Context: an optimization exercise on an open-source flow, tuned for small area. The choices shown serve that exercise and are no tape-out recipe. Function was checked by simulation only, so behaviour that the tests miss may differ from the original. No activity file was given, so power comes from the tool's default toggle rates.

--- flow/config.mk ---
export PLATFORM = sky130hd
export DESIGN_NAME = top
export DESIGN_NICKNAME = top
export VERILOG_FILES = /design/flow/design.v
export SDC_FILE = /design/flow/constraint.sdc
export NUM_CORES = 4
export LEC_CHECK = 0
export CAP_MARGIN = 20
export CORE_MARGIN = 2
export CORE_UTILIZATION = 70
export CTS_BUF_LIST = sky130_fd_sc_hd__clkbuf_8
export CTS_CLUSTER_SIZE = 30
export SLEW_MARGIN = 20
--- flow/constraint.sdc ---
create_clock -name core_clock -period 10.0 [get_ports {clk}]
set_input_delay 2.0000 -clock core_clock [delete_from_list [all_inputs] [get_ports {clk}]]
set_output_delay 2.0000 -clock core_clock [all_outputs]
set_load 0.01 [all_outputs]
--- flow/design.v ---
module top (
	input clk, reset, button, button1, button2, button3,
	output [23:0] HDMI_TX_D,
	output HDMI_TX_VS,
	output HDMI_TX_HS,
	output HDMI_TX_DE,
	output HDMI_TX_CLK,
	input HDMI_TX_INT,
	input HDMI_I2C_SDA_I,
	output HDMI_I2C_SDA_O,
	output HDMI_I2C_SCL,
	output READY
	);
	wire [9:0] x, y;
	wire tick, pclk;
	wire [8:0] q1, q2;
	wire [9:0] x_ball;
	wire [8:0] yb;
	wire p1_win, p2_win, won;
	wire [2:0] rgb;
	wire lineEnd;
	clock_divider c1 (.clk(clk), .reset(reset), .pixelH(x[6:0]), .lineEnd(lineEnd), .tick(tick), .pclk(pclk));
	vgaHdmi vgaHdmi (
		.clock(clk), .reset(reset), .pixEn(pclk),
		.pixelH(x), .pixelV(y),
		.hsync(HDMI_TX_HS), .vsync(HDMI_TX_VS), .dataEnable(HDMI_TX_DE), .lineEnd(lineEnd)
	);
	assign HDMI_TX_CLK = pclk;
	paddle p1 (.clk(clk), .tick(tick), .reset(reset),
		.button(button), .button1(button1), .button2(button2), .button3(button3),
		.q1(q1), .q2(q2));
	ball b1 (.clk(clk), .tick(tick), .reset(reset), .won(won),
		.q1(q1), .q2(q2), .x_ball(x_ball), .yb(yb),
		.p1_win(p1_win), .p2_win(p2_win));
	game_state gs1 (.clk(clk), .reset(reset), .p1_win(p1_win), .p2_win(p2_win), .won(won));
	render r1 (.clk(clk), .reset(reset), .x(x), .y(y), .x_ball(x_ball), .yb(yb),
		.q1(q1), .q2(q2), .won(won), .p1_win(p1_win), .rgb(rgb));
	wire de = HDMI_TX_DE;
	assign HDMI_TX_D = {{8{de & rgb[2]}}, {8{de & rgb[1]}}, {8{de & rgb[0]}}};
	I2C_HDMI_Config I2C_HDMI_Config (
		.iCLK(clk), .iRST_N(reset), .pclk(pclk),
		.I2C_SCLK(HDMI_I2C_SCL), .I2C_SDAO(HDMI_I2C_SDA_O), .I2C_SDAI(HDMI_I2C_SDA_I),
		.HDMI_TX_INT(HDMI_TX_INT), .READY(READY)
	);
endmodule
module vgaHdmi(
  input clock, reset,
  input pixEn,
  output reg [9:0] pixelH, pixelV,
  output hsync, vsync,
  output dataEnable,
  output lineEnd
);
function ge10(input [9:0] a, input [9:0] b);
  integer i;
  reg c;
  begin
    c = 1'b1;
    for (i = 0; i < 10; i = i + 1)
      c = (a[i] & ~b[i]) | ((a[i] | ~b[i]) & c);
    ge10 = c;
  end
endfunction
wire h0   = ~|pixelH;
wire h1   = (pixelH == 10'd1);
wire hEnd = pixelH[9] & pixelH[8] & (&pixelH[4:0]);    
wire vEnd = pixelV[9] & pixelV[3] & pixelV[2];         
assign lineEnd = pixEn & hEnd;
wire [10:0] th;
wire [10:0] tv;
assign th[0] = pixEn;
assign tv[0] = pixEn & h0;
genvar i;
generate for (i = 0; i < 10; i = i + 1) begin : g
  assign th[i+1] = th[i] & pixelH[i];
  assign tv[i+1] = tv[i] & pixelV[i];
end endgenerate
always @(posedge clock) begin
  if (!reset) begin
    pixelH <= 10'd0;
    pixelV <= 10'd0;
  end else begin
    pixelH <= (pixEn & hEnd) ? 10'd0 : pixelH ^ th[9:0];
    pixelV <= (pixEn & h0 & vEnd) ? 10'd0 : pixelV ^ tv[9:0];
  end
end
assign hsync = !(ge10(pixelH, 10'd658) && !ge10(pixelH, 10'd754));
assign vsync = h1 ? !(pixelV == 10'd492 || pixelV == 10'd493)
                  : !(pixelV == 10'd491 || pixelV == 10'd492);
assign dataEnable = !h0 && !ge10(pixelH, 10'd641) &&
                    (h1 ? (pixelV != 10'd0 && !ge10(pixelV, 10'd481)) : !ge10(pixelV, 10'd480));
endmodule
module render(
	input clk, reset,
	input [9:0] x, y,
	input [9:0] x_ball,
	input [8:0] yb, q1, q2,
	input won, p1_win,
	output reg [2:0] rgb
	);
	function ge10(input [9:0] a, input [9:0] b);
		integer i;
		reg c;
		begin
			c = 1'b1;
			for (i = 0; i < 10; i = i + 1)
				c = (a[i] & ~b[i]) | ((a[i] | ~b[i]) & c);
			ge10 = c;
		end
	endfunction
	function [10:0] sub11(input [10:0] a, input [10:0] b, input cin);
		integer i;
		reg c;
		begin
			c = cin;
			for (i = 0; i < 11; i = i + 1) begin
				sub11[i] = a[i] ^ ~b[i] ^ c;
				c = (a[i] & ~b[i]) | ((a[i] | ~b[i]) & c);
			end
		end
	endfunction
	wire xp1 = ge10(x, 10'd20)  && !ge10(x, 10'd37);
	wire xp2 = ge10(x, 10'd604) && !ge10(x, 10'd621);
	wire [8:0]  qr = x[9] ? q2 : q1;
	wire [10:0] dp = sub11({1'b0, y}, {2'b0, qr}, 1'b1);           
	wire pon = !dp[10] && !dp[9] && !dp[8] && !dp[7] && !(dp[6] && (dp[5] || dp[4]));   
	wire p1on = xp1 && pon;
	wire p2on = xp2 && pon;
	wire [10:0] dbx = sub11({1'b0, x}, {1'b0, x_ball}, 1'b1);      
	wire [10:0] dby = sub11({1'b0, y}, {2'b0, yb}, 1'b0);          
	wire bx  = (&dbx[10:3]) || (~|dbx[10:4] && (!dbx[3] || ~|dbx[2:0]));
	wire by  = ~|dby[10:5] && (!dby[4] || ~|dby[3:0]);
	wire bon = ge10(x_ball, 10'd8) && bx && by;
	always @(posedge clk)
		if (won) rgb <= {p1_win, 1'b0, ~p1_win};
		else rgb <= {p1on | (bon & ~p2on), bon & ~p1on & ~p2on, p2on | (bon & ~p1on)};
endmodule
module clock_divider(
    input clk, reset,
    input [6:0] pixelH,
    input lineEnd,            
    output tick,
    output reg pclk
    );
    reg [1:0] kline;
    assign tick = pclk && (&pixelH[4:0]) && (pixelH[6:5] == kline);
    always @(posedge clk)
        if (!reset) begin
            pclk  <= 1'b0;
            kline <= 2'd1;
        end else begin
            pclk  <= ~pclk;
            if (lineEnd) kline <= {kline[1] ^ ~kline[0], ~kline[0]};
        end
endmodule
module ball(
	input clk, tick, reset, won,
	input [8:0] q1, q2,
	output reg [9:0] x_ball,
	output reg [8:0] yb,
	output p1_win, p2_win
	);
	function ge10(input [9:0] a, input [9:0] b);
		integer i;
		reg c;
		begin
			c = 1'b1;
			for (i = 0; i < 10; i = i + 1)
				c = (a[i] & ~b[i]) | ((a[i] | ~b[i]) & c);
			ge10 = c;
		end
	endfunction
	function [9:0] sub10(input [9:0] a, input [9:0] b);
		integer i;
		reg c;
		begin
			c = 1'b1;
			for (i = 0; i < 10; i = i + 1) begin
				sub10[i] = a[i] ^ ~b[i] ^ c;
				c = (a[i] & ~b[i]) | ((a[i] | ~b[i]) & c);
			end
		end
	endfunction
	reg xneg;             
	reg yup;              
	reg [2:0] s1, s2;
	assign p1_win = s1[2] & ~s1[1];
	assign p2_win = s2[2] & ~s2[1];
	wire ytop  = ~|yb;                                           
	wire ybot  = yb[8] & yb[7] & yb[6] & yb[3] & yb[2] & yb[1];  
	wire xr    = x_ball[9] & x_ball[6] & x_ball[5] & x_ball[4] & x_ball[3];  
	wire xl    = ~|x_ball;
	wire zone  = !ge10(x_ball, 10'd36) || ge10(x_ball, 10'd605);
	wire [8:0] qc = x_ball[9] ? q2 : q1;
	wire [9:0] dyq = sub10({1'b0, yb}, {1'b0, qc});
	wire coll  = zone && ((dyq[9] && (&dyq[8:3])) ||
	                      (!dyq[9] && !ge10(dyq, 10'd71)));
	wire yup1  = yup ^ ytop ^ ybot;
	wire xneg1 = xneg ^ coll;
	wire run  = tick && !won;
	wire hit  = xr || xl;
	wire mv   = run && !hit;
	wire ld   = run && hit;
	wire [10:0] tx;
	wire [9:0]  ty;
	assign tx[0] = run;
	assign ty[0] = run;
	genvar i;
	generate for (i = 0; i < 10; i = i + 1) begin : gx
		assign tx[i+1] = tx[i] & (x_ball[i] ^ xneg1);
	end
	for (i = 0; i < 9; i = i + 1) begin : gy
		assign ty[i+1] = ty[i] & (yb[i] ^ yup1);
	end endgenerate
	always @(posedge clk)
	begin
		if (!reset || ld) begin
			x_ball <= 10'd320;
			yb <= 9'd231;
		end else begin
			x_ball <= x_ball ^ tx[9:0];
			yb <= yb ^ ty[8:0];
		end
	end
	always @(posedge clk)
	begin
		if (!reset) begin
			xneg <= 1'b0;
			yup <= 1'b1;
			s1 <= 3'b000;
			s2 <= 3'b000;
		end else if (run) begin
			yup <= yup1 ^ hit;
			xneg <= xneg1 ^ hit;
			if (xr) s1 <= {s1[1:0], ~s1[2]};
			if (xl) s2 <= {s2[1:0], ~s2[2]};
		end
	end
endmodule
module paddle(
	input clk, tick, reset,
	input button, button1, button2, button3,
	output reg [8:0] q1, q2
	);
	wire top1 = (q1 == 9'd0);
	wire bot1 = q1[8] & q1[7] & q1[4];    
	wire top2 = (q2 == 9'd0);
	wire bot2 = q2[8] & q2[7] & q2[4];
	wire dec1 = tick && !button && !top1;
	wire inc1 = tick && !(!button && !top1) && !button1 && !bot1;
	wire dec2 = tick && !button2 && !top2;
	wire inc2 = tick && !(!button2 && !top2) && !button3 && !bot2;
	wire [9:0] t1, t2;
	assign t1[0] = dec1 | inc1;
	assign t2[0] = dec2 | inc2;
	genvar i;
	generate for (i = 0; i < 9; i = i + 1) begin : g
		assign t1[i+1] = t1[i] & (q1[i] ^ dec1);
		assign t2[i+1] = t2[i] & (q2[i] ^ dec2);
	end endgenerate
	always @(posedge clk)
		if (!reset) q1 <= 9'd200;
		else        q1 <= q1 ^ t1[8:0];
	always @(posedge clk)
		if (!reset) q2 <= 9'd200;
		else        q2 <= q2 ^ t2[8:0];
endmodule
module game_state(
	input clk, reset,
	input p1_win, p2_win,
	output reg won
	);
	always @(posedge clk)
		if (!reset) won <= 1'b0;
		else        won <= p1_win | p2_win;
endmodule
module I2C_HDMI_Config (
	input  iCLK,
	input  iRST_N,
	input  pclk,             
	output I2C_SCLK,
	output I2C_SDAO,
	input  I2C_SDAI,
	input  HDMI_TX_INT,
	output reg READY
	);
	reg  [6:0] div;
	wire divEnd = div[6] & div[5] & div[2];       
	wire EN = (div == 7'd50) && !pclk;
	always @(posedge iCLK)
		if (!iRST_N) div <= 7'd0;
		else div <= (pclk & divEnd) ? 7'd0 :
		            div ^ ({&div[5:0], &div[4:0], &div[3:0], &div[2:0], &div[1:0], div[0], 1'b1} & {7{pclk}});
	reg [1:0] st;             
	reg [4:0] idx;
	wire      done = &idx;    
	wire      mEND, mACK;
	wire      GO = (st == 2'd1);
	always @(posedge iCLK)
	begin
		if (!iRST_N) begin
			READY <= 1'b0;
			st    <= 2'd0;
		end else if (EN) begin
			if (!done) begin
				READY <= 1'b0;
				case (st)
				2'd0: st <= 2'd1;
				2'd1: if (mEND) st <= mACK ? 2'd0 : 2'd2;
				default: st <= 2'd0;
				endcase
			end else begin
				READY <= 1'b1;
			end
		end
	end
	wire inc = EN && !done && (st == 2'd2);
	always @(posedge iCLK)
		if (!iRST_N || (EN && done && !HDMI_TX_INT)) idx <= 5'd0;
		else idx <= idx ^ ({&idx[3:0], &idx[2:0], &idx[1:0], idx[0], 1'b1} & {5{inc}});
	I2C_Controller u0 (
		.CLOCK(iCLK), .EN(EN), .RESET(iRST_N),
		.GO(GO), .IDX(idx), .LAST(st == 2'd0),
		.I2C_SDAI(I2C_SDAI), .I2C_SDAO(I2C_SDAO), .I2C_SCLK(I2C_SCLK),
		.END(mEND), .ACK(mACK)
	);
endmodule
module I2C_Controller (
	input  CLOCK,
	input  EN,
	input  RESET,
	input  GO,
	input  [4:0] IDX,
	input  LAST,
	input  I2C_SDAI,
	output I2C_SDAO,
	output I2C_SCLK,
	output END,
	output ACK
);
	wire       hi, cap;
	wire [2:0] bitn;
	reg        capLast;
	always @(posedge CLOCK)
		if (cap) capLast <= LAST;
	wire dbit;
	I2C_LUT lut (.e({IDX[4:1] | {4{capLast}}, IDX[0]}), .hi(hi), .b(bitn), .o(dbit));
	I2C_WRITE_WDATA wrd (
		.RESET_N(RESET), .PT_CK(CLOCK), .EN(EN), .GO(GO),
		.DBIT(dbit), .BITN(bitn), .HI(hi), .CAP(cap),
		.SDAI(I2C_SDAI), .SDAO(I2C_SDAO), .SCLO(I2C_SCLK),
		.END_OK(END), .ACK_OK(ACK)
	);
endmodule
module I2C_LUT(input [4:0] e, input hi, input [2:0] b, output o);
  wire e0 = e[0], e1 = e[1], e2 = e[2], e3 = e[3], e4 = e[4];
  wire b0 = b[0], b1 = b[1], b2 = b[2];
  wire n_new_n11;
  wire n_new_n12;
  wire n_new_n13;
  wire n_new_n14;
  wire n_new_n15;
  wire n_new_n16;
  wire n_new_n17;
  wire n_new_n18;
  wire n_new_n19;
  wire n_new_n20;
  wire n_new_n21;
  wire n_new_n22;
  wire n_new_n23;
  wire n_new_n24;
  wire n_new_n25;
  wire n_new_n26;
  wire n_new_n27;
  wire n_new_n28;
  wire n_new_n29;
  wire n_new_n30;
  wire n_new_n31;
  wire n_new_n32;
  wire n_new_n33;
  wire n_new_n34;
  wire n_new_n35;
  wire n_new_n36;
  wire n_new_n37;
  wire n_new_n38;
  wire n_new_n39;
  wire n_new_n40;
  wire n_new_n41;
  wire n_new_n42;
  wire n_new_n43;
  wire n_new_n44;
  wire n_new_n45;
  wire n_new_n46;
  wire n_new_n47;
  wire n_new_n48;
  wire n_new_n49;
  wire n_new_n50;
  wire n_new_n51;
  wire n_new_n52;
  wire n_new_n53;
  wire n_new_n54;
  wire n_new_n55;
  wire n_new_n56;
  wire n_new_n57;
  wire n_new_n58;
  wire n_new_n59;
  wire n_new_n60;
  wire n_new_n61;
  wire n_new_n62;
  wire n_new_n63;
  wire n_new_n64;
  wire n_new_n65;
  wire n_new_n66;
  wire n_new_n67;
  wire n_new_n68;
  wire n_new_n69;
  wire n_new_n70;
  wire n_new_n71;
  wire n_new_n72;
  wire n_new_n73;
  wire n_new_n74;
  wire n_new_n75;
  wire n_new_n76;
  wire n_new_n77;
  wire n_new_n78;
  wire n_new_n79;
  wire n_new_n80;
  wire n_new_n81;
  wire n_new_n82;
  wire n_new_n83;
  wire n_new_n84;
  wire n_new_n85;
  wire n_new_n86;
  wire n_new_n87;
  wire n_new_n88;
  wire n_new_n89;
  wire n_new_n90;
  wire n_new_n91;
  wire n_new_n92;
  wire n_new_n93;
  wire n_new_n94;
  wire n_new_n95;
  wire n_new_n96;
  wire n_new_n97;
  wire n_new_n98;
  wire n_new_n99;
  wire n_new_n100;
  wire n_new_n101;
  wire n_new_n102;
  wire n_new_n103;
  wire n_new_n104;
  wire n_new_n105;
  wire n_new_n106;
  wire n_new_n107;
  wire n_new_n108;
  wire n_new_n109;
  wire n_new_n110;
  wire n_new_n111;
  wire n_new_n112;
  wire n_new_n113;
  wire n_new_n114;
  wire n_new_n115;
  wire n_new_n116;
  wire n_new_n117;
  wire n_new_n118;
  wire n_new_n119;
  wire n_new_n120;
  wire n_new_n121;
  wire n_new_n122;
  wire n_new_n123;
  wire n_new_n124;
  wire n_new_n125;
  wire n_new_n126;
  wire n_new_n127;
  wire n_new_n128;
  wire n_new_n129;
  wire n_new_n130;
  wire n_new_n131;
  wire n_new_n132;
  wire n_new_n133;
  wire n_new_n134;
  wire n_new_n135;
  wire n_new_n136;
  wire n_new_n137;
  wire n_new_n138;
  wire n_new_n139;
  wire n_new_n140;
  wire n_new_n141;
  wire n_new_n142;
  wire n_new_n143;
  wire n_new_n144;
  wire n_new_n145;
  wire n_new_n146;
  wire n_new_n147;
  wire n_new_n148;
  wire n_new_n149;
  wire n_new_n150;
  wire n_new_n151;
  wire n_new_n152;
  wire n_new_n153;
  wire n_new_n154;
  wire n_new_n155;
  wire n_new_n156;
  wire n_new_n157;
  wire n_new_n158;
  wire n_new_n159;
  wire n_new_n160;
  wire n_new_n161;
  wire n_new_n162;
  wire n_new_n163;
  wire n_new_n164;
  wire n_new_n165;
  wire n_new_n166;
  wire n_new_n167;
  wire n_new_n168;
  wire n_new_n169;
  wire n_new_n170;
  wire n_new_n171;
  wire n_new_n172;
  wire n_new_n173;
  wire n_new_n174;
  wire n_new_n175;
  wire n_new_n176;
  wire n_new_n177;
  wire n_new_n178;
  wire n_new_n179;
  wire n_new_n180;
  wire n_new_n181;
  wire n_new_n182;
  wire n_new_n183;
  wire n_new_n184;
  wire n_new_n185;
  wire n_new_n186;
  wire n_new_n187;
  wire n_new_n188;
  wire n_new_n189;
  wire n_new_n190;
  wire n_new_n191;
  wire n_new_n192;
  wire n_new_n193;
  wire n_new_n194;
  wire n_new_n195;
  wire n_new_n196;
  wire n_new_n197;
  wire n_new_n198;
  wire n_new_n199;
  wire n_new_n200;
  wire n_new_n201;
  wire n_new_n202;
  assign n_new_n11 = (~b0 & ~b1);
  assign n_new_n12 = (b2 & n_new_n11);
  assign n_new_n13 = (e4 & ~b0);
  assign n_new_n14 = (e3 & b2);
  assign n_new_n15 = (n_new_n13 & n_new_n14);
  assign n_new_n16 = (~e2 & ~hi);
  assign n_new_n17 = (hi & n_new_n12);
  assign n_new_n18 = (~e4 & n_new_n17);
  assign n_new_n19 = (~e4 & b0);
  assign n_new_n20 = (~b1 & ~b2);
  assign n_new_n21 = (n_new_n19 & n_new_n20);
  assign n_new_n22 = (hi & b0);
  assign n_new_n23 = (e4 & b2);
  assign n_new_n24 = (n_new_n22 & n_new_n23);
  assign n_new_n25 = (~n_new_n21 & ~n_new_n24);
  assign n_new_n26 = (~hi & ~b1);
  assign n_new_n27 = (~b2 & ~n_new_n26);
  assign n_new_n28 = (~n_new_n25 & ~n_new_n27);
  assign n_new_n29 = (e3 & ~b2);
  assign n_new_n30 = (~hi & b1);
  assign n_new_n31 = (n_new_n29 & n_new_n30);
  assign n_new_n32 = (~e3 & ~b2);
  assign n_new_n33 = (n_new_n13 & n_new_n32);
  assign n_new_n34 = (~n_new_n31 & ~n_new_n33);
  assign n_new_n35 = (~n_new_n26 & ~n_new_n34);
  assign n_new_n36 = (~n_new_n28 & ~n_new_n35);
  assign n_new_n37 = (~n_new_n18 & n_new_n36);
  assign n_new_n38 = (~n_new_n16 & ~n_new_n37);
  assign n_new_n39 = (~n_new_n15 & ~n_new_n38);
  assign n_new_n40 = (~e2 & ~b1);
  assign n_new_n41 = (~n_new_n39 & ~n_new_n40);
  assign n_new_n42 = (~e3 & ~e4);
  assign n_new_n43 = (~hi & n_new_n42);
  assign n_new_n44 = (~n_new_n41 & ~n_new_n43);
  assign n_new_n45 = (n_new_n12 & ~n_new_n44);
  assign n_new_n46 = (hi & b1);
  assign n_new_n47 = (~n_new_n26 & ~n_new_n46);
  assign n_new_n48 = (~e4 & ~n_new_n47);
  assign n_new_n49 = (~e3 & b2);
  assign n_new_n50 = (e2 & ~n_new_n49);
  assign n_new_n51 = (~e3 & e4);
  assign n_new_n52 = (n_new_n30 & n_new_n51);
  assign n_new_n53 = (n_new_n50 & ~n_new_n52);
  assign n_new_n54 = (~n_new_n48 & n_new_n53);
  assign n_new_n55 = (~b0 & ~n_new_n27);
  assign n_new_n56 = (~e2 & ~n_new_n20);
  assign n_new_n57 = (e4 & n_new_n29);
  assign n_new_n58 = (n_new_n56 & ~n_new_n57);
  assign n_new_n59 = (b0 & n_new_n27);
  assign n_new_n60 = (~n_new_n58 & ~n_new_n59);
  assign n_new_n61 = (~n_new_n55 & n_new_n60);
  assign n_new_n62 = (~n_new_n54 & n_new_n61);
  assign n_new_n63 = (b2 & n_new_n26);
  assign n_new_n64 = (n_new_n19 & ~n_new_n63);
  assign n_new_n65 = (n_new_n62 & ~n_new_n64);
  assign n_new_n66 = (e3 & ~n_new_n37);
  assign n_new_n67 = (~n_new_n65 & ~n_new_n66);
  assign n_new_n68 = (~n_new_n19 & ~n_new_n62);
  assign n_new_n69 = (e3 & ~n_new_n68);
  assign n_new_n70 = (~n_new_n67 & ~n_new_n69);
  assign n_new_n71 = (b0 & b1);
  assign n_new_n72 = (n_new_n29 & n_new_n71);
  assign n_new_n73 = (~b0 & n_new_n47);
  assign n_new_n74 = (b0 & ~n_new_n47);
  assign n_new_n75 = (~n_new_n73 & ~n_new_n74);
  assign n_new_n76 = (n_new_n23 & ~n_new_n75);
  assign n_new_n77 = (~n_new_n72 & ~n_new_n76);
  assign n_new_n78 = (~e2 & ~n_new_n77);
  assign n_new_n79 = (~e1 & ~n_new_n34);
  assign n_new_n80 = (~n_new_n78 & ~n_new_n79);
  assign n_new_n81 = (~n_new_n70 & n_new_n80);
  assign n_new_n82 = (~n_new_n45 & n_new_n81);
  assign n_new_n83 = (~e1 & ~e2);
  assign n_new_n84 = (e1 & e2);
  assign n_new_n85 = (n_new_n70 & ~n_new_n84);
  assign n_new_n86 = (~n_new_n83 & ~n_new_n85);
  assign n_new_n87 = (~n_new_n82 & n_new_n86);
  assign n_new_n88 = (~e1 & ~e3);
  assign n_new_n89 = (e2 & ~n_new_n71);
  assign n_new_n90 = (~hi & b2);
  assign n_new_n91 = (~n_new_n11 & n_new_n90);
  assign n_new_n92 = (n_new_n89 & n_new_n91);
  assign n_new_n93 = (n_new_n16 & n_new_n20);
  assign n_new_n94 = (~n_new_n17 & ~n_new_n93);
  assign n_new_n95 = (~n_new_n92 & n_new_n94);
  assign n_new_n96 = (n_new_n88 & ~n_new_n95);
  assign n_new_n97 = (~e1 & ~n_new_n29);
  assign n_new_n98 = (~b0 & ~n_new_n51);
  assign n_new_n99 = (~b1 & ~n_new_n98);
  assign n_new_n100 = (~n_new_n97 & n_new_n99);
  assign n_new_n101 = (e1 & ~b2);
  assign n_new_n102 = (~b0 & ~n_new_n20);
  assign n_new_n103 = (~n_new_n101 & n_new_n102);
  assign n_new_n104 = (~n_new_n100 & ~n_new_n103);
  assign n_new_n105 = (hi & n_new_n50);
  assign n_new_n106 = (~n_new_n16 & ~n_new_n32);
  assign n_new_n107 = (~hi & ~n_new_n14);
  assign n_new_n108 = (b0 & ~n_new_n107);
  assign n_new_n109 = (~n_new_n106 & n_new_n108);
  assign n_new_n110 = (~n_new_n105 & ~n_new_n109);
  assign n_new_n111 = (~n_new_n104 & ~n_new_n110);
  assign n_new_n112 = (n_new_n46 & ~n_new_n84);
  assign n_new_n113 = (e1 & e3);
  assign n_new_n114 = (~n_new_n112 & ~n_new_n113);
  assign n_new_n115 = (e4 & ~n_new_n114);
  assign n_new_n116 = (~hi & ~b0);
  assign n_new_n117 = (e2 & n_new_n116);
  assign n_new_n118 = (~n_new_n22 & ~n_new_n117);
  assign n_new_n119 = (n_new_n115 & ~n_new_n118);
  assign n_new_n120 = (~e0 & ~n_new_n119);
  assign n_new_n121 = (~n_new_n111 & n_new_n120);
  assign n_new_n122 = (~n_new_n96 & n_new_n121);
  assign n_new_n123 = (~n_new_n87 & n_new_n122);
  assign n_new_n124 = (~e1 & n_new_n65);
  assign n_new_n125 = (~e1 & n_new_n13);
  assign n_new_n126 = (n_new_n46 & n_new_n125);
  assign n_new_n127 = (n_new_n25 & ~n_new_n126);
  assign n_new_n128 = (e3 & ~n_new_n127);
  assign n_new_n129 = (~b1 & ~n_new_n107);
  assign n_new_n130 = (~n_new_n13 & ~n_new_n19);
  assign n_new_n131 = (~n_new_n14 & ~n_new_n88);
  assign n_new_n132 = (n_new_n130 & ~n_new_n131);
  assign n_new_n133 = (n_new_n129 & n_new_n132);
  assign n_new_n134 = (~e4 & b1);
  assign n_new_n135 = (n_new_n22 & n_new_n113);
  assign n_new_n136 = (~n_new_n134 & n_new_n135);
  assign n_new_n137 = (~n_new_n113 & n_new_n116);
  assign n_new_n138 = (~n_new_n88 & n_new_n134);
  assign n_new_n139 = (n_new_n137 & n_new_n138);
  assign n_new_n140 = (~n_new_n136 & ~n_new_n139);
  assign n_new_n141 = (~n_new_n133 & n_new_n140);
  assign n_new_n142 = (~n_new_n128 & n_new_n141);
  assign n_new_n143 = (e2 & ~n_new_n142);
  assign n_new_n144 = (e3 & n_new_n12);
  assign n_new_n145 = (~n_new_n115 & ~n_new_n144);
  assign n_new_n146 = (~e3 & b0);
  assign n_new_n147 = (hi & ~n_new_n146);
  assign n_new_n148 = (~e2 & ~n_new_n147);
  assign n_new_n149 = (~n_new_n145 & n_new_n148);
  assign n_new_n150 = (~n_new_n40 & ~n_new_n134);
  assign n_new_n151 = (~hi & ~n_new_n150);
  assign n_new_n152 = (hi & n_new_n150);
  assign n_new_n153 = (~b0 & n_new_n113);
  assign n_new_n154 = (~n_new_n152 & n_new_n153);
  assign n_new_n155 = (~n_new_n151 & n_new_n154);
  assign n_new_n156 = (e0 & ~n_new_n155);
  assign n_new_n157 = (~n_new_n149 & n_new_n156);
  assign n_new_n158 = (~n_new_n143 & n_new_n157);
  assign n_new_n159 = (~n_new_n124 & n_new_n158);
  assign n_new_n160 = (~n_new_n123 & ~n_new_n159);
  assign n_new_n161 = (~e4 & ~b2);
  assign n_new_n162 = (~n_new_n23 & ~n_new_n161);
  assign n_new_n163 = (hi & n_new_n11);
  assign n_new_n164 = (~n_new_n63 & ~n_new_n163);
  assign n_new_n165 = (~e2 & ~n_new_n164);
  assign n_new_n166 = (~e3 & hi);
  assign n_new_n167 = (~n_new_n56 & n_new_n166);
  assign n_new_n168 = (~n_new_n89 & n_new_n167);
  assign n_new_n169 = (e0 & ~n_new_n168);
  assign n_new_n170 = (~n_new_n165 & n_new_n169);
  assign n_new_n171 = (~n_new_n162 & ~n_new_n170);
  assign n_new_n172 = (~n_new_n41 & ~n_new_n171);
  assign n_new_n173 = (e3 & ~b1);
  assign n_new_n174 = (~e2 & ~n_new_n163);
  assign n_new_n175 = (n_new_n173 & ~n_new_n174);
  assign n_new_n176 = (~e3 & n_new_n71);
  assign n_new_n177 = (n_new_n16 & n_new_n176);
  assign n_new_n178 = (~e0 & ~n_new_n177);
  assign n_new_n179 = (~n_new_n175 & n_new_n178);
  assign n_new_n180 = (e1 & ~n_new_n179);
  assign n_new_n181 = (~n_new_n172 & n_new_n180);
  assign n_new_n182 = (e0 & ~e1);
  assign n_new_n183 = (~n_new_n16 & ~n_new_n182);
  assign n_new_n184 = (e0 & ~e2);
  assign n_new_n185 = (~n_new_n183 & ~n_new_n184);
  assign n_new_n186 = (hi & ~n_new_n185);
  assign n_new_n187 = (n_new_n130 & ~n_new_n186);
  assign n_new_n188 = (~n_new_n130 & ~n_new_n185);
  assign n_new_n189 = (b1 & n_new_n14);
  assign n_new_n190 = (~n_new_n188 & n_new_n189);
  assign n_new_n191 = (~n_new_n187 & n_new_n190);
  assign n_new_n192 = (~e0 & n_new_n176);
  assign n_new_n193 = (~e3 & ~n_new_n11);
  assign n_new_n194 = (e0 & ~n_new_n193);
  assign n_new_n195 = (~n_new_n173 & ~n_new_n194);
  assign n_new_n196 = (e4 & ~n_new_n195);
  assign n_new_n197 = (~n_new_n192 & ~n_new_n196);
  assign n_new_n198 = (hi & n_new_n83);
  assign n_new_n199 = (~n_new_n15 & n_new_n198);
  assign n_new_n200 = (~n_new_n197 & n_new_n199);
  assign n_new_n201 = (~n_new_n191 & ~n_new_n200);
  assign n_new_n202 = (~n_new_n181 & n_new_n201);
  assign o = ~((~n_new_n160 & n_new_n202));
endmodule
module I2C_WRITE_WDATA (
	input            RESET_N,
	input            PT_CK,
	input            EN,
	input            GO,
	input            DBIT,
	output     [2:0] BITN,
	output           HI,
	output           CAP,
	input            SDAI,
	output reg       SDAO,
	output reg       SCLO,
	output           END_OK,
	output reg       ACK_OK
);
	localparam S0 = 4'd0, S1 = 4'd1, S2 = 4'd2, S3 = 4'd3, S4 = 4'd4,
	           S5 = 4'd5, S6 = 4'd6, S7 = 4'd7, S8 = 4'd8, S9 = 4'd9,
	           S30 = 4'd10, S31 = 4'd11;
	reg [3:0] ST;
	reg [3:0] CNT;       
	reg [1:0] BYTE;      
	assign END_OK = (ST == S0) || (ST == S30) || (ST == S31);
	assign BITN = ~CNT[2:0];      
	assign HI   = ~BYTE[1];
	wire   cnt9 = CNT[3] & CNT[0];
	assign CAP  = EN && (ST == S5) && cnt9 && !BYTE[1];
	wire addrBit = (CNT[2:0] == 3'd1) || (CNT[2:0] == 3'd2) ||
	               (CNT[2:0] == 3'd3) || (CNT[2:0] == 3'd6);    
	wire txBit = CNT[3] ? 1'b1 : (BYTE == 2'd0) ? addrBit : DBIT;
	always @(posedge PT_CK) begin
		if (!RESET_N) begin
			ST     <= S0;
			SDAO   <= 1'b1;
			SCLO   <= 1'b1;
			ACK_OK <= 1'b0;
			BYTE   <= 2'd0;
		end else if (EN) begin
			case (ST)
			S0: begin
				SDAO <= 1'b1; SCLO <= 1'b1; ACK_OK <= 1'b0;
				BYTE <= 2'd0;
				if (GO) ST <= S30;
			end
			S1: begin ST <= S2; SDAO <= 1'b0; SCLO <= 1'b1; end
			S2: begin ST <= S3; SDAO <= 1'b0; SCLO <= 1'b0; end
			S3: begin ST <= S4; SDAO <= txBit; end
			S4: begin ST <= S5; SCLO <= 1'b1; end
			S5: begin
				SCLO <= 1'b0;
				if (cnt9) begin
					if (BYTE[1]) ST <= S6;
					else begin
						ST <= S2;
						BYTE <= {BYTE[0], ~BYTE[0]};    
					end
					if (SDAI) ACK_OK <= 1'b1;
				end else ST <= S2;
			end
			S6: begin ST <= S7; SDAO <= 1'b0; SCLO <= 1'b0; end
			S7: begin ST <= S8; SDAO <= 1'b0; SCLO <= 1'b1; end
			S8: begin ST <= S9; SDAO <= 1'b1; SCLO <= 1'b1; end
			S9: begin
				ST <= S30; SDAO <= 1'b1; SCLO <= 1'b1;
				BYTE <= 2'd0;
			end
			S30: if (!GO) ST <= S31;
			S31: begin ACK_OK <= 1'b0; ST <= S1; end
			default: ;
			endcase
		end
	end
	wire cntInc = EN && (ST == S4);
	wire cntClr = EN && ((ST == S0) || (ST == S9) || ((ST == S5) && cnt9 && !BYTE[1]));
	always @(posedge PT_CK)
		if (!RESET_N || cntClr) CNT <= 4'd0;
		else CNT <= CNT ^ ({&CNT[2:0], &CNT[1:0], CNT[0], 1'b1} & {4{cntInc}});
endmodule
--- flow/run.sh ---
#!/bin/bash
# synth_recipe.tcl (not shown) runs the flow's synth.tcl, then flattens the netlist and writes it again
# the make line also repeats each setting of config.mk as NAME=value (left out here)
make -C /OpenROAD-flow-scripts/flow DESIGN_CONFIG=/design/flow/config.mk WORK_HOME=/design/flow/orfs CLKGATE_MAP_FILE= SYNTH_SCRIPT=/design/flow/synth_recipe.tcl finish
==> results by group <==
CTS
  • Clock slew at reported path FFs: ~0.11 ns
  • Clk latency of the worst-skew pair: 0.38 ns
  • Hold Buf Count CTS: 0
  • Post-CTS Setup Inserts: 0
  • Post-CTS resize count: 0
  • Clock buffer depth: 2
  • CTS tree: done
  • # H-tree levels: 3
  • CTS Buf Count: 9
  • Clock sinks: a little over 100
  • Root Buffer Master: clkbuf_8

Critical path
  • CP dominant cell by count: fa_1
  • Family with the most delay on the worst path: adder cells
  • CP Capture Type: flip-flop
  • Crit-path cells: mux2_2 -> ha_1 -> inv_1 -> fa_1 -> inv_1 -> fa_1 -> inv_1 -> fa_1 -> inv_1 -> fa_1 -> fa_1 -> fa_1 -> fa_1 -> fa_1 -> or4bb_1 -> nor4_1 -> o32a_2 -> xnor2_4 -> mux2i_1 -> nor3_1 -> nand3b_1
  • Kind of critical path: flip-flop to flip-flop
  • CP max stage delay: 0.74 ns
  • Critical Path Source Type: flip-flop
  • CP max-delay cell: dfxtp_1
  • Arr. time, crit path: 6.83 ns
  • Critical Path Fanout Max: 15
  • CP Data Required Time: 10.25 ns
  • Buf/Inv on CP: 4

Routing
  • Wire length per cell: 18.07 um
  • 1st-pass router iterations: 5
  • # DRC: 0
  • Final WL: 18.79 mm
  • Via count: 6823
  • Average vias per placed instance: 6.561
  • Post-route ant nets: 0
  • 1st-iter DRT viols: 568

Synth
  • Most frequent cell after synthesis: dfxtp_1
  • Mapped Nets: 987
  • Dominant synthesized flop cell: dfxtp_1
  • Syn avg cell area: just over 8 sq um
  • Synth top area share: 26.62%
  • Synth top area cells: dfxtp_1 27%, fa_1 8.0%, ha_1 5.0%
  • Cell area after synthesis: ~7500 sq um
  • Most area-hungry cell type in the Yosys netlist: dfxtp_1
  • Post-synth EDFFs: 1
  • Gate Count Post-Synth: 919
  • Most instantiated cells after synthesis: 100 x dfxtp_1, 95 x nor2_1, 58 x nand2_1, 55 x inv_1, 52 x o21ai_0
  • Synth warn: 9
  • Register area share after synthesis: 27.02%
  • Async SR Flop Fraction: 0%
  • Synth cell types: 77
  • Flops & latches, synth: 101

Global route
  • Initial antenna violation count: 0
  • Largest net degree at the start of global routing: 30
  • Vias in the first global route: 6566
  • Grt total ovfl: 0
  • GRT Total Usage: around 33%
  • First-pass GRT wire length: 30.68 mm

Power and ir drop
  • Comb power frac: approximately 4.2%
  • PD cells: 87.99 nW/um^2
  • Sequential fraction of design power: 58.7%
  • Net Sw Frac: 25.70%
  • Sw Pwr: 0.1794 mW
  • Worst vdd ir: a little under 0.1 mV
  • Lkg Pwr: slightly above 3 nW
  • Pint: 0.5186 mW
  • Clock Power Share: 37.1%
  • Overall Power: 0.6980 mW

STA
  • RSZ-0062 raised after global routing: false
  • Final Hold Viols: 0
  • Final min period: between 6 and 7 ns
  • Fmax: 152.0 MHz
  • Fin crit share: 65.81%
  • Final-report max-slew violation count: 0
  • Clock skew: 0.01953 ns
  • Slew @ Worst Pin: 0.7545 ns
  • Rel. slew slack: 48.99%
  • Setup tns final: 0 ns
  • Final setup violating endpoints: 0

Finish
  • Nets: 967
  • P&R area growth vs syn: 5.491%
  • Share of layout cells above drive strength 1: 6.084%
  • Fill count: 786
  • ANT cells: 0
  • Util after Layout: 76.50%

Run
  • Max_cap viols: 0

Worst hold path
  • Hold crit path type: flip-flop to flip-flop

Die
  • CORE AREA: 10370 sq um
  • Die H: 107.6 um
  • I/O pins: 39
  • Die area: 11590 sq um
  • # rows: 37
  • Starting density of the core: between 70% and 80%
  • Die width: 107.6 um

Placed design
  • Post-DP HPWL: 13.80 mm
  • GP Congestion: 0.9578
  • Port Buf Inserts: 38

Run status
  • Status: timing/DRC/antenna clean
[through the flow]
| step | cell area [sq um] | std cells | hold WS [ns] | setup slack [ns] |
|---|---|---|---|---|
| 5_1_grt | 7933 | 1040 | 0.5284 | 3.126 |
| 6_report | 7933 | 1040 | 0.4976 | 3.419 |
| 3_5_place_dp | 7744 | 1024 | 0.4736 | 3.462 |
| 3_3_place_gp | 7739 | 1024 | 0.4501 | 3.702 |
| 2_1_floorplan | 7520 | 919 | 0.4364 | 3.811 |
| 4_1_cts | 7933 | 1040 | 0.4911 | 3.446 |
[power by group through the flow]
stage	logic, mW	registers [mW]	clock network [mW]
after floorplan	0.0170	0.417	0
after global placement	0.0270	0.418	0
after detailed placement	0.0287	0.419	0
after CTS	0.0291	0.409	0.258
after global routing	0.0327	0.410	0.276
final	0.0295	0.410	0.259
[worst paths after layout]
| check | start | to | slack [ns] | cells past startpoint |
|---|---|---|---|---|
| worst max register to register | b1.x_ball[9] | b1.x_ball[6] | 3.42 | 21 |
| worst min register to register | b1.s1[2] | b1.s1[0] | 0.50 | 1 |
| worst min-delay path | b1.s1[2] | b1.s1[0] | 0.50 | 1 |
| worst max-delay path | b1.x_ball[9] | b1.x_ball[6] | 3.42 | 21 |
[cells by family after synthesis]
logic type | after synthesis | share of synthesized area, %
AO/OA/AOI/OAI | 184 | 15.97
XOR/XNOR | 57 | 6.889
adder cells (fa/ha/maj) | 62 | 13.24
buffers and inverters | 129 | 7.654
flip-flops | 101 | 27.02
multiplexers | 33 | 4.675
AND/OR/NAND/NOR | 353 | 24.54
[state kept, by name (all words and copies together), names as in the netlist, 2 cells and up]
name	flops
I2C_HDMI_Config.div	7
I2C_HDMI_Config.idx	5
I2C_HDMI_Config.st	2
I2C_HDMI_Config.u0.wrd.BYTE	2
I2C_HDMI_Config.u0.wrd.CNT	4
I2C_HDMI_Config.u0.wrd.ST	4
b1.s1	3
b1.s2	3
b1.x_ball	10
b1.yb	9
c1.kline	2
p1.q1	9
p1.q2	9
r1.rgb	3
vgaHdmi.pixelH	10
vgaHdmi.pixelV	10
[cell type report]
class	instances	area (sq um)	area share, %
clock buffers	10	137.6	1.735
clock inverters	6	51.30	0.6467
inverters	55	206.4	2.603
multi-input cells	689	4917	61.99
flip-flops and latches	101	2032	25.62
well taps	136	170.2	2.145
repair buffers	43	417.9	5.268
[layout by cell type, fill, tap and decap left out, types with 31 or more instances in the layout]
cell type / Yosys / routed
inv_1: 55 / 55
nor2_1: 95 / 95
a21oi_1: 40 / 40
nand2_1: 58 / 58
nand3_1: 31 / 31
clkdlybuf4s50_1: 0 / 38
dfxtp_1: 100 / 100
o21ai_0: 52 / 52
[metal layers]
layer  share of wire (%)  vias up  GRT usage [%]
met4                 3.7        0          14.10
met1                  41     3234          41.01
li1                    -     3167              -
met2                  48      347          56.02
met3                 7.0       75          5.387
met5                   0        -              0

-- re-timing with driven ports --
Ports are ideal in the flow. The routed layout listed here was re-timed in OpenROAD. Step 1 (the two cells are an assumption about what drives the block):
set clk [get_ports {clk}]
set_driving_cell -lib_cell sky130_fd_sc_hd__clkbuf_16 $clk
set_driving_cell -lib_cell sky130_fd_sc_hd__buf_2 [delete_from_list [all_inputs] $clk]
Step 2 adds t to the input delays and takes it off the output delays; t is the mean of the earliest and latest rising clock arrival at the registers after step 1. Input paths then give back, and output paths get back, about the clock's delay inside the block. Slacks: no drivers / after step 1 / after step 2; pairs: no drivers / after step 1.
shift t [ns]: 0.403
slack for setup (ns): 3.419 / 3.419 / 3.419
clock arrival spread, ns: 0.019 / 0.019
After both steps this run still meets setup and hold. The setup slack of this run moves by 0.000 ns with the drivers and by 0.000 ns with both steps.
